This is an optimization exercise on Yosys and OpenROAD, whose aim is small area and a short achievable clock period, not a production implementation. RTL that was checked went through simulation tests only; none was proved equivalent to the original. No activity file was given, so power comes from the tool's default toggle rates.

## P
Design lc4_processor, start of the top module:
module lc4_processor
   (input  wire        clk,
    input  wire        rst,
    input  wire        gwe,
    output wire [15:0] o_cur_pc,
    input  wire [15:0] i_cur_insn,
    output wire [15:0] o_dmem_addr,
    input  wire [15:0] i_cur_dmem_data,
    output wire        o_dmem_we,
    output wire [15:0] o_dmem_towrite,
    output wire [1:0]  test_stall,
    output wire [15:0] test_cur_pc,
    output wire [15:0] test_cur_insn,
    output wire        test_regfile_we,
    output wire [2:0]  test_regfile_wsel,
    output wire [15:0] test_regfile_data,
    output wire        test_nzp_we,
    output wire [2:0]  test_nzp_new_bits,
    output wire        test_dmem_we,
    output wire [15:0] test_dmem_addr,
    output wire [15:0] test_dmem_data);
Size: roughly 5300 cells after synthesis, ~180 I/O pins.
==> flow/config.mk <==
export PLATFORM = sky130hd
export DESIGN_NAME = lc4_processor
export DESIGN_NICKNAME = lc4_processor
export VERILOG_FILES = /design/flow/design.v
export SDC_FILE = /design/flow/constraint.sdc
export NUM_CORES = 4
export LEC_CHECK = 0
export ABC_AREA = 1
export CAP_MARGIN = 20
export CORE_MARGIN = 2
export CORE_UTILIZATION = 40
export SLEW_MARGIN = 20
==> flow/constraint.sdc <==
create_clock -name core_clock -period 40.0 [get_ports {clk}]
set_input_delay 8.0000 -clock core_clock [delete_from_list [all_inputs] [get_ports {clk}]]
set_output_delay 8.0000 -clock core_clock [all_outputs]
set_load 0.01 [all_outputs]
standard.sh (not shown) runs the stock make flow with config.mk's settings and CLKGATE_MAP_FILE= SYNTH_SCRIPT=/design/flow/synth_recipe.tcl, a recipe that flattens the netlist after the stock synthesis.
==> flow/flow/run.sh <==
#!/bin/bash
set -o pipefail
cd "$(dirname "$0")/.."
export SETUP_SLACK_MARGIN=27
bash standard.sh > standard.log 2>&1
Setup changes, P to Q
# P
export LEC_CHECK = 0
export ABC_AREA = 1
export CAP_MARGIN = 20
export CORE_MARGIN = 2
export CORE_UTILIZATION = 40
export SLEW_MARGIN = 20
create_clock -name core_clock -period 40.0 [get_ports {clk}]
# Q
export LEC_CHECK = 0
export ABC_AREA = 1
export CAP_MARGIN = 20
export CORE_MARGIN = 2
export CORE_UTILIZATION = 40
export CTS_BUF_LIST = sky130_fd_sc_hd__clkbuf_8
export SLEW_MARGIN = 20
create_clock -name core_clock -period 40.0 [get_ports {clk}]
==> flow/flow/run.sh <==
#!/bin/bash
set -eo pipefail
cd "$(dirname "$0")/.."
export BUFFER_PORTS_ARGS="-buffer_cell sky130_fd_sc_hd__buf_1"
SETUP_SLACK_MARGIN=27.6 bash standard.sh cts > standard_cts.log 2>&1
bash standard.sh > standard.log 2>&1
[summary]
The lower via total after detailed routing came out of Q. Cmp Q and P / share of final-layout standard cells stronger than drive strength 1 / higher: P. Diff P..Q | adder and majority cell fraction of the synthesized area | unchanged. Slack of the critical path ended up 76 ps higher on Q than on P. Q vs P — instance count on the critical path climbed by a few percent.
--- input diff Q..R ---
# Q
export LEC_CHECK = 0
export ABC_AREA = 1
export CAP_MARGIN = 20
export CORE_MARGIN = 2
export CORE_UTILIZATION = 40
export CTS_BUF_LIST = sky130_fd_sc_hd__clkbuf_8
export SLEW_MARGIN = 20
create_clock -name core_clock -period 40.0 [get_ports {clk}]
# R
export LEC_CHECK = 0
export ABC_AREA = 1
export CAP_MARGIN = 20
export CORE_MARGIN = 2
export CORE_UTILIZATION = 40
export CTS_BUF_LIST = sky130_fd_sc_hd__clkbuf_8
export SLEW_MARGIN = 20
export TNS_END_PERCENT = 5
create_clock -name core_clock -period 40.0 [get_ports {clk}]
==> flow/flow/run.sh <==
#!/bin/bash
set -eo pipefail
cd "$(dirname "$0")/.."
export BUFFER_PORTS_ARGS="-buffer_cell sky130_fd_sc_hd__buf_1"
SETUP_SLACK_MARGIN=27 bash standard.sh cts > standard_cts.log 2>&1
bash standard.sh > standard.log 2>&1
## What came out
The final layouts of R and Q pass the timing, DRC and antenna checks.
The growth of design area from synthesis to finish of R is lower than that of Q.
Looking at register-to-register slack, R sits 960 ps below Q.
Q → R: non-clock buffer count now sits lower; fraction of layout cells with a size suffix above 1 decreased by 4.2 points relative to the old numbers.
Non-filler instance count after layout in R is 1.6% below Q.
## Diff of input files: S against R
# R
export LEC_CHECK = 0
export ABC_AREA = 1
export CAP_MARGIN = 20
export CORE_MARGIN = 2
export CORE_UTILIZATION = 40
export CTS_BUF_LIST = sky130_fd_sc_hd__clkbuf_8
export SLEW_MARGIN = 20
export TNS_END_PERCENT = 5
create_clock -name core_clock -period 40.0 [get_ports {clk}]
# S
export LEC_CHECK = 0
export ABC_AREA = 1
export CAP_MARGIN = 20
export CORE_MARGIN = 2
export CORE_UTILIZATION = 40
export SLEW_MARGIN = 20
create_clock -name core_clock -period 40.0 [get_ports {clk}]
==> flow/flow/run.sh <==
#!/bin/bash
set -eo pipefail
cd "$(dirname "$0")/.."
SETUP_SLACK_MARGIN=27 bash standard.sh cts > standard_cts.log 2>&1
bash standard.sh > standard.log 2>&1
==> comparison <==
Re post-synthesis compound-gate area fraction: no difference whatsoever between R and S. Relative to R, share of cell area taken by multi-input logic gates has decreased by 2.0 points in S. Worst path setup slack after routing was higher in the run labelled S. Delta (S minus R): via count saw little to no change; clock network area share saw an increase; actual slew at the worst max-slew pin saw a decrease; overall power consumption saw an increase.
### S -> T
==> flow/run.sh (new file) <==
#!/bin/bash
# synth_recipe.tcl (not shown) runs the flow's synth.tcl, then flattens the netlist and writes it again
# the make line also repeats each setting of config.mk as NAME=value (left out here)
make -C /OpenROAD-flow-scripts/flow DESIGN_CONFIG=/design/flow/config.mk WORK_HOME=/design/flow/orfs CLKGATE_MAP_FILE= SYNTH_SCRIPT=/design/flow/synth_recipe.tcl finish
removed: flow/flow/run.sh
removed: flow/standard.sh
--- outcome ---
- T vs S, wire length the detailed router placed on met1 went down by about 0.9%.
- Max freq S -> T: degraded
- [T] final net count fell 1.1% relative to S

========
== job 766 ==
lc4_processor, a different RTL version from the one above (not shown whole).
For scale: ~5200 cells after synthesis, roughly 33000 um^2 of cells after synthesis.
// lc4_processor
module lc4_processor
   (input  wire        clk,
    input  wire        rst,
    input  wire        gwe,
    output wire [15:0] o_cur_pc,
    input  wire [15:0] i_cur_insn,
    output wire [15:0] o_dmem_addr,
    input  wire [15:0] i_cur_dmem_data,
    output wire        o_dmem_we,
    output wire [15:0] o_dmem_towrite,
    output wire [1:0]  test_stall,
    output wire [15:0] test_cur_pc,
    output wire [15:0] test_cur_insn,
    output wire        test_regfile_we,
    output wire [2:0]  test_regfile_wsel,
    output wire [15:0] test_regfile_data,
    output wire        test_nzp_we,
    output wire [2:0]  test_nzp_new_bits,
    output wire        test_dmem_we,
    output wire [15:0] test_dmem_addr,
    output wire [15:0] test_dmem_data);
clock: 40.0 ns
lec_check: 0
abc_area: 1
cap_margin: 20
core_margin: 2
core_utilization: 40
cts_buf_list: sky130_fd_sc_hd__clkbuf_8
slew_margin: 20
==> flow/flow/run.sh <==
#!/bin/bash
set -eo pipefail
cd "$(dirname "$0")/.."
export BUFFER_PORTS_ARGS="-buffer_cell sky130_fd_sc_hd__buf_1"
SETUP_SLACK_MARGIN=28 bash standard.sh cts > standard_cts.log 2>&1
SETUP_SLACK_MARGIN=27.5 bash standard.sh > standard.log 2>&1
No stage failed in job 766, and the final checks on the layout all came back clean.
Edits applied to the flow inputs when going from job 766 to job 7238:
==> flow/flow/run.sh <==
#!/bin/bash
set -eo pipefail
cd "$(dirname "$0")/.."
export BUFFER_PORTS_ARGS="-buffer_cell sky130_fd_sc_hd__buf_1"
SETUP_SLACK_MARGIN=28 bash standard.sh cts > standard_cts.log 2>&1
bash standard.sh > standard.log 2>&1
Notes after the runs:
- Job 7238 did not stop at any stage, and its layout met the timing, DRC and antenna checks.
- Between job 7238 and job 766, the hold slack does not differ in any meaningful way.
- Changes observed in job 7238 relative to job 766: final area now smaller; area occupied by registers comparable.
- Of the two values seen for critical setup path kind, flop to primary output was produced by job 766 and flop to flop by job 7238.
Input-level comparison between job 8212 and job 7238:
==> flow/flow/run.sh <==
#!/bin/bash
set -eo pipefail
cd "$(dirname "$0")/.."
export BUFFER_PORTS_ARGS="-buffer_cell sky130_fd_sc_hd__buf_1"
SETUP_SLACK_MARGIN=28.7 bash standard.sh cts > standard_cts.log 2>&1
bash standard.sh > standard.log 2>&1
### Flow results
- First-pass GRT wire length deteriorates in job 8212 relative to job 7238.
- Note that the routed wire length on met3 recorded for job 8212 amounts to 1.10 times the value seen in job 7238.
- Compared with job 7238, the router placed more vias in job 8212.
- Against job 7238 as the reference, job 8212 delivers a higher total wire length.
- In job 8212 the top achievable clock speed turned out about 5% higher than in job 7238.
- Between job 8212 and job 7238, non-clock buffer instance count of the final layout is lower for job 7238, job 8212 comes in above that.
- Compared with job 7238, job 8212 shows a lower first-pass iteration count of the detailed router.

========
oak:
Another version of the RTL of lc4_processor (not shown whole).
Size in the first run: about 350 flip-flops, ~180 I/O pins, roughly 31,000 um^2 of cells after synthesis.
Settings: LEC_CHECK=0, ABC_AREA=1, CAP_MARGIN=20, CORE_MARGIN=2, CORE_UTILIZATION=40, CTS_BUF_LIST=sky130_fd_sc_hd__clkbuf_8, SLEW_MARGIN=20; clock period 40.0 ns.
==> flow/flow/run.sh <==
#!/bin/bash
set -eo pipefail
cd "$(dirname "$0")/.."
export BUFFER_PORTS_ARGS="-buffer_cell sky130_fd_sc_hd__buf_1"
SETUP_SLACK_MARGIN=27 bash standard.sh cts > standard_cts.log 2>&1
bash standard.sh > standard.log 2>&1
oak ran to completion and came out clean on the timing, DRC and antenna checks.
The following lists how pine was set up differently from oak:
Settings: CORE_UTILIZATION: 40 -> 55.
Against oak as the reference, pine delivers a lower switching power. From pine to oak, area fraction in compound gates after synthesis did not move at all. pine gives more met2 track demand over resource in global routing than oak did. pine vs. oak: peak per-stage delay on the critical path went up by 0.03 ns. Compared with oak, pine ends up with less cell area. In the metrics for pine and oak, the one carrying the higher count of non-filler cells in the finished layout is oak. Critical path depth ended up 3 higher on pine than on oak. Against oak, worst setup slack in pine came out better. Against oak, wire length in pine fell by a few percent. Looking at fraction of area in registers across pine and oak, the one that comes out lower is oak. Comparing pine and oak, headroom to the max-slew limit is higher on oak.
No run of this note included a check of the RTL's function; only the layout flow was run.

==> what the ideal ports hide <==
In the flow no input, the clock included, has a driving cell. The finished layouts below were timed again as built, in two steps. Step 1 assumes that a clkbuf_16 drives the clock port and a buf_2 every other input. Step 2 also shifts input and output timing later by t, the mid clock arrival at the registers, as if the neighbouring blocks saw the same clock. Slacks: ideal ports / drivers / drivers and shift; pairs: ideal ports / drivers.
run	shift t [ns]	setup WS [ns]	hold WS [ns]	worst register clock-pin slew, ns	worst slew at a driven data input, ns
P	0.596	27.058 / 27.058 / 27.058	0.418 / 0.418 / 0.418	0.07 / 0.07	0.05
Q	0.672	27.134 / 27.134 / 27.134	0.408 / 0.408 / 0.408	0.07 / 0.07	0.07
R	0.671	26.170 / 26.170 / 26.170	0.408 / 0.408 / 0.408	0.07 / 0.07	0.07
S	0.593	26.634 / 26.634 / 26.634	0.418 / 0.418 / 0.418	0.07 / 0.07	0.05
T	0.594	23.326 / 23.326 / 23.326	0.417 / 0.417 / 0.417	0.07 / 0.07	0.05
job 766	0.696	27.897 / 27.834 / 27.990	0.420 / 0.420 / 0.420	0.08 / 0.08	0.04
job 7238	0.700	27.623 / 27.623 / 27.623	0.419 / 0.419 / 0.419	0.08 / 0.08	0.04
job 8212	0.696	28.192 / 28.192 / 28.192	0.420 / 0.420 / 0.420	0.08 / 0.08	0.04
oak	0.722	26.239 / 26.239 / 26.239	0.420 / 0.420 / 0.420	0.07 / 0.07	0.05
pine	0.650	26.340 / 26.340 / 26.340	0.422 / 0.422 / 0.422	0.08 / 0.08	0.04
After both steps setup and hold are still met in every run listed.
